This design comes from an exercise in tuning for small area on the open sky130 flow, not from production work.
The RTL was checked by simulation tests, not by an equivalence proof against the original design.

[run.sh]
#!/bin/bash
# synth_recipe.tcl (not shown) runs the flow's synth.tcl, then flattens the netlist and writes it again
# the make line also repeats each setting of config.mk as NAME=value (left out here)
make -C /OpenROAD-flow-scripts/flow DESIGN_CONFIG=/design/flow/config.mk WORK_HOME=/design/flow/orfs CLKGATE_MAP_FILE= SYNTH_SCRIPT=/design/flow/synth_recipe.tcl finish
[config.mk]
export PLATFORM = sky130hd
export DESIGN_NAME = odo_keccak800
export DESIGN_NICKNAME = odo_keccak800
export VERILOG_FILES = /design/flow/design.v
export SDC_FILE = /design/flow/constraint.sdc
export NUM_CORES = 4
export LEC_CHECK = 0
export CAP_MARGIN = 40
export CORE_MARGIN = 2
export CORE_UTILIZATION = 25
export PLACE_DENSITY = 0.32
export SLEW_MARGIN = 40
[constraint.sdc]
create_clock -name core_clock -period 5.0 [get_ports {clk}]
set_input_delay 1.0000 -clock core_clock [delete_from_list [all_inputs] [get_ports {clk}]]
set_output_delay 1.0000 -clock core_clock [all_outputs]
set_load 0.01 [all_outputs]
[design.v]
module keccak_next_round(in, out);
    input [7:0] in;
    output [7:0] out;
    assign out[0] = in[7];
    assign out[1] = in[0]^ in[4]^ in[5]^ in[6];
    assign out[2] = in[1]^ in[5]^ in[6]^ in[7];
    assign out[3] = in[0]^ in[2]^ in[4]^ in[5]^ in[7];
    assign out[4] = in[0]^ in[1]^ in[3]^ in[4];
    assign out[5] = in[1]^ in[2]^ in[4]^ in[5];
    assign out[6] = in[2]^ in[3]^ in[5]^ in[6];
    assign out[7] = in[3]^ in[4]^ in[6]^ in[7];
endmodule
module keccak_key_expand(in, out);
    input [7:0] in;
    output [31:0] out;
    assign out = {in[5], 15'b0, in[4], 7'b0, in[3], 3'b0, in[2], 1'b0, in[1], in[0]};
endmodule
module keccak_theta(in, out);
    input [799:0] in;
    output [799:0] out;
    wire [31:0] parity [4:0];
    genvar i;
    generate
    for (i = 0; i < 5; i = i+1)
    begin : loop1
        assign parity[i] = in[((i)*(32)) +: 32] ^ in[((i+5)*(32)) +: 32] ^ in[((i+10)*(32)) +: 32] ^ in[((i+15)*(32)) +: 32] ^ in[((i+20)*(32)) +: 32];
    end
    endgenerate
    generate
    for (i = 0; i < 25; i = i+1)
    begin : loop2
        wire [31:0] tmp = {parity[(i+1)%5][30:0], parity[(i+1)%5][31]};
        assign out[((i)*(32)) +: 32] = in[((i)*(32)) +: 32] ^ parity[(i+4)%5] ^ tmp;
    end
    endgenerate
endmodule
module keccak_rho(in, out);
    input [799:0] in;
    output [799:0] out;
    assign out = {
        in[785:768],in[799:786],
        in[743:736],in[767:744],
        in[706:704],in[735:707],
        in[701:672],in[703:702],
        in[653:640],in[671:654],
        in[631:608],in[639:632],
        in[586:576],in[607:587],
        in[560:544],in[575:561],
        in[530:512],in[543:531],
        in[502:480],in[511:503],
        in[472:448],in[479:473],
        in[422:416],in[447:423],
        in[404:384],in[415:405],
        in[373:352],in[383:374],
        in[348:320],in[351:349],
        in[299:288],in[319:300],
        in[264:256],in[287:265],
        in[249:224],in[255:250],
        in[211:192],in[223:212],
        in[187:160],in[191:188],
        in[132:128],in[159:133],
        in[99:96],in[127:100],
        in[65:64],in[95:66],
        in[62:32],in[63:63],
        in[31:0]
    };
endmodule
module keccak_pi(in, out);
    input [799:0] in;
    output [799:0] out;
    genvar x;
    genvar y;
    generate
    for (x = 0; x < 5; x = x+1)
    begin : outer
        for (y = 0; y < 5; y = y+1)
        begin : loop
            assign out[(((((0*x+1*y)%5)+5*((2*x+3*y)%5)))*(32)) +: 32] = in[(((((x)%5)+5*((y)%5)))*(32)) +: 32];
        end
    end
    endgenerate
endmodule
module keccak_chi(in, out);
    input [799:0] in;
    output [799:0] out;
    genvar i;
    generate
    for (i = 0; i < 25; i = i+1)
    begin : loop
        localparam i1 = i-(i%5)+((i+1)%5);
        localparam i2 = i-(i%5)+((i+2)%5);
        assign out[((i)*(32)) +: 32] = in[((i)*(32)) +: 32] ^ ((~in[((i1)*(32)) +: 32]) & in[((i2)*(32)) +: 32]);
    end
    endgenerate
endmodule
module keccak_iota(in, roundkey, out);
    input [799:0] in;
    input [7:0] roundkey;
    output [799:0] out;
    wire [31:0] expanded;
    keccak_key_expand re(roundkey, expanded);
    assign out = {in[799:32], in[31:0] ^ expanded};
endmodule    
module keccak_round_comb(in, roundkey, out);
    input [799:0] in;
    input [7:0] roundkey;
    output [799:0] out;
    wire [799:0] midstate [4:0];
    keccak_theta  theta (in, midstate[0]);
    keccak_rho    rho   (midstate[0], midstate[1]);
    keccak_pi     pi    (midstate[1], midstate[2]);
    keccak_chi    chi   (midstate[2], midstate[3]);
    keccak_iota   iota  (midstate[3], roundkey, out);
endmodule
module keccak_padding(in, out);
    parameter WIDTH = 0;
    input [WIDTH-1:0] in;
    output [807:0] out;
    assign out = {8'h35, {799-WIDTH{1'b0}}, 1'b1, in};
endmodule
module keccak_hasher(clk, rst, in, read, out, write);
    parameter WIDTH = 0;  
    parameter THROUGHPUT = 0;  
    localparam ROUNDS = 12;
    localparam UNROLLING = ROUNDS / THROUGHPUT;
    input clk;
    input rst;
    input [WIDTH-1:0] in;
    input read;
    output [255:0] out;
    output write;
    reg [799:0] state;
    reg [THROUGHPUT-1:0] progress;
    wire [807:0] padded;
    keccak_padding #(WIDTH) padder(in, padded);
    wire [7:0] key [ROUNDS:0];
    assign key[0] = padded[807:800];
    genvar i, j;
    generate
    for (i = 0; i < ROUNDS; i = i+1)
    begin : keys
        keccak_next_round next(key[i], key[i+1]);
    end
    endgenerate
    wire [THROUGHPUT-1:0] step = {progress[THROUGHPUT-2:0], read};
    wire [799:0] mid [UNROLLING:0];
    assign mid[0] = read ? padded[799:0] : state;
    generate
    for (i = 0; i < UNROLLING; i = i+1)
    begin : rounds
        reg [7:0] rk;
        integer s;
        always @(*)
        begin
            rk = 8'b0;
            for (s = 0; s < THROUGHPUT; s = s+1)
                if (step[s])
                    rk = rk | key[s*UNROLLING+i];
        end
        keccak_round_comb round(mid[i], rk, mid[i+1]);
    end
    endgenerate
    always @(posedge clk)
    begin
        state <= mid[UNROLLING];
        progress <= rst ? {THROUGHPUT{1'b0}} : {progress[THROUGHPUT-2:0], read};
    end
    assign out = state[255:0];
    assign write = progress[THROUGHPUT-1];
endmodule
module odo_keccak800(clk, rst, in, read, out, write);
    input clk;
    input rst;
    input [639:0] in;
    input read;
    output [255:0] out;
    output write;
    keccak_hasher #(640, 4) hash(clk, rst, in, read, out, write);
endmodule
==> qor.yml <==
status: "finished with violations"
check-failures: "setup timing"
synth_compound_area_frac: 0.0000675
path_max_fanout: 7
ys_types: 33
die_area_um2: 600000
grt_max_degree: 65
place_congestion: 1.26
place_area_um2: 256000
cap_violations: 0
crit_arrival_ns: 8.16
clock_path_buffers: 4
synth_top_family_by_area: "XOR/XNOR gates"
h-tree-depth: 3
dr.first_iter.drc_count: 23100
dr_wl_met2_mm: 626
critPathCaptureType: "register"
min_path_type: "reg2reg"
syn_inst: 11900
dieHeight_um: 774
fin_util: 0.462
synthAdderAreaFrac: 0
setup_viol: 800
numCtsBuffers: 122
finalCritPeriodShare: 1.45
io_pins: 900
start_util: 0.251
top_layer: "met5"
gr-usage-all-layers: 0.541
drive_above_1_share: 0.530
yosysSeqAreaShare: 0.108
clk_latency_ns: 1.06
antenna_found_initial: 287
hpwl_mm: 1550
r2r_slack_ns: -2.17
cp_data_required_time_ns: 5.89
crit_path_start_kind: "input pin"
pre_cts_slack_ns: -4.16
ant_nets: 0
grt-ovfl-total: 0
synthMuxAreaShare: 0.0682
wl_mm: 1690
synth.avg_cell_area_um2: 12.5
finalHoldViolations: 0
grt_pass1_vias: 143000
clk_pin_slew_ns: 0.06
syn_to_final_growth_pct: 83.8
wl_per_cell_um: 57.6
finalInstanceArea_um2: 273000
maxSlewHeadroom: 0.386
cts_sinks: 804
yosys.area_share.simple: 0.0811
synth_fp_nets: 12500
dr.pass1.iters: 6
finClkSkew_ns: 0.134
whs_ns: 0.615
vias_per_cell: 5.31
wl_met1_mm: 585
fin_ws_ns: -2.27
rsz0062_at_grt: "yes"
ys_warn_count: 3
grt_pass1_wl_mm: 1970
max_clock_freq_ghz: 0.138
remaining_drc_errors: 0
final_nets: 21800
cts_tree: "done"
vias: 156000
slew_viol_final: 0
min_period_ns: 7.27
max_slew.worst_pin.slew_ns: 0.921
syn_area_um2: 148000
root_buffer: "clkbuf_16"
coreArea_um2: 591000
rows: 282
synth_seq_cells: 804
cts_hold_buf: 0
io_buffers: 899
synth_xor_area_frac: 0.721
die_w_um: 774
dr_wl_met3_mm: 255
crit_type: "in2reg"
-- placed cells by master, fill, tap and decap left out, drive strengths merged --
cell           instances
nand2                840
nor3                   3
and2                   2
dfxtp                804
bufinv                16
diode                274
nor2b                603
a21oi                  1
mux2                  49
nand2b               355
or2                    1
xor2                1244
clkinvlp              13
xnor3               2684
mux2i                921
bufbuf                 1
inv                   14
xor3                 239
nor2                 755
nand3                  1
clkdlybuf4s50        896
o21ai                  1
xnor2               2922
buf                 8653
clkbuf               166
dlygate4sd2            2
clkinv                28
-- cell type report --
type	instances	area [um^2]
fillers	53000	318000
repair buffers	9559	99800
multi-input cells	10600	142000
diodes	274	686
clock buffers	159	3440
repair inverters	3	61.3
well taps	7810	9770
clock inverters	65	877
flip-flops and latches	804	16200
inverters	3	37.5
-- synthesized netlist by cell type, drive strengths merged --
| cell | instances | share of area |
|---|---|---|
| nand2b | 355 | 0.015 |
| xor3 | 239 | 0.038 |
| mux2 | 49 | 0.0037 |
| and2 | 2 | 0.000084 |
| dfxtp | 804 | 0.11 |
| nor2 | 755 | 0.019 |
| mux2i | 921 | 0.065 |
| xnor3 | 2684 | 0.41 |
| clkbuf | 11 | 0.00030 |
| buf | 435 | 0.021 |
| nand2 | 840 | 0.021 |
| a21oi | 1 | 0.000034 |
| xor2 | 1244 | 0.078 |
| o21ai | 1 | 0.000034 |
| nor2b | 603 | 0.025 |
| inv | 3 | 0.00011 |
| xnor2 | 2922 | 0.20 |
| nand3 | 1 | 0.000034 |
| or2 | 1 | 0.000042 |
| nor3 | 3 | 0.00010 |
-- repair_timing --
action / 4_1_cts / 5_1_grt
cloned: 1 / 9
pin swaps: 175 / 344
resized for setup: 769 / 884
setup buffers: 91 / 211
endpoints found under the setup margin: 800 / 800
endpoints found under the hold margin: 0 / 0
-- critical path, cell delays in order --
cell and delay, ns:
buf_16 0.18, clkinv_16 0.16, clkbuf_16 0.33, buf_4 0.15, mux2i_2 0.16, buf_12 0.16
buf_12 0.13, xnor2_4 0.28, buf_4 0.18, buf_6 0.10, xnor3_1 0.34, buf_12 0.18
nand2_1 0.19, xnor2_2 0.15, xnor3_2 0.43, xnor2_4 0.19, buf_12 0.15, buf_16 0.15
buf_12 0.20, xnor3_4 0.61, nor2b_1 0.21, xnor2_1 0.18, xnor3_2 0.35, xnor2_4 0.27
buf_4 0.26, xnor3_2 0.48, nand2b_1 0.13, xnor2_1 0.48
-- registers in the layout, indices dropped and copies added (netlist names) --
name,flops
hash.state,800
hash.progress,4
-- metrics by stage --
| step | TNS [ns] | instances |
|---|---|---|
| 3_5_place_dp | -2748.27 | 28500 |
| 5_1_grt | -1498.53 | 29100 |
| 2_1_floorplan | -884.49 | 11900 |
| 3_3_place_gp | -2781.59 | 28500 |
| 6_report | -1560.85 | 29300 |
| 4_1_cts | -1421.05 | 28800 |
-- metal layers --
metal / vias to the layer above / global-route usage
met5: - / 0.00277
li1: 58100 / -
met4: 82 / 0.562
met2: 13400 / 0.698
met1: 80300 / 0.580
met3: 3670 / 0.332
-- path summary, 6_finish.rpt --
check                               from                           to  cells past startpoint
max                                 read      hash.state[285]$_DFF_P_                     28
min          hash.progress[1]$_SDFF_PP0_  hash.progress[2]$_SDFF_PP0_                      2
max reg2reg      hash.state[108]$_DFF_P_      hash.state[649]$_DFF_P_                     23
min reg2reg  hash.progress[1]$_SDFF_PP0_  hash.progress[2]$_SDFF_PP0_                      2
-- cells by family after synthesis --
family	count (synthesis)
multiplexers	970
flip-flops	804
AND/OR/NAND/NOR	2560
XOR/XNOR	7089
buffers and inverters	449
AO/OA/AOI/OAI	2

[static timing again, ports no longer ideal]
Ports are ideal in the flow. The routed layout listed here was re-timed in OpenROAD.
Step 1, drivers: a clkbuf_16 drives clk and a buf_2 each remaining input, both assumed.
Step 2 also shifts input and output timing later by t, the mid clock arrival at the registers, as if the neighbouring blocks saw the same clock.
Slacks: ideal ports / drivers / drivers and shift; pairs: ideal ports / drivers.
shift t [ns]: 1.151
setup slack, ns: -2.269 / -2.204 / -3.355
worst register clock-pin slew, ns: 0.08 / 0.08
worst slew at a driven data input, ns: 0.18
The setup slack of this run moves by +0.065 ns with the drivers and by -1.086 ns with both steps.
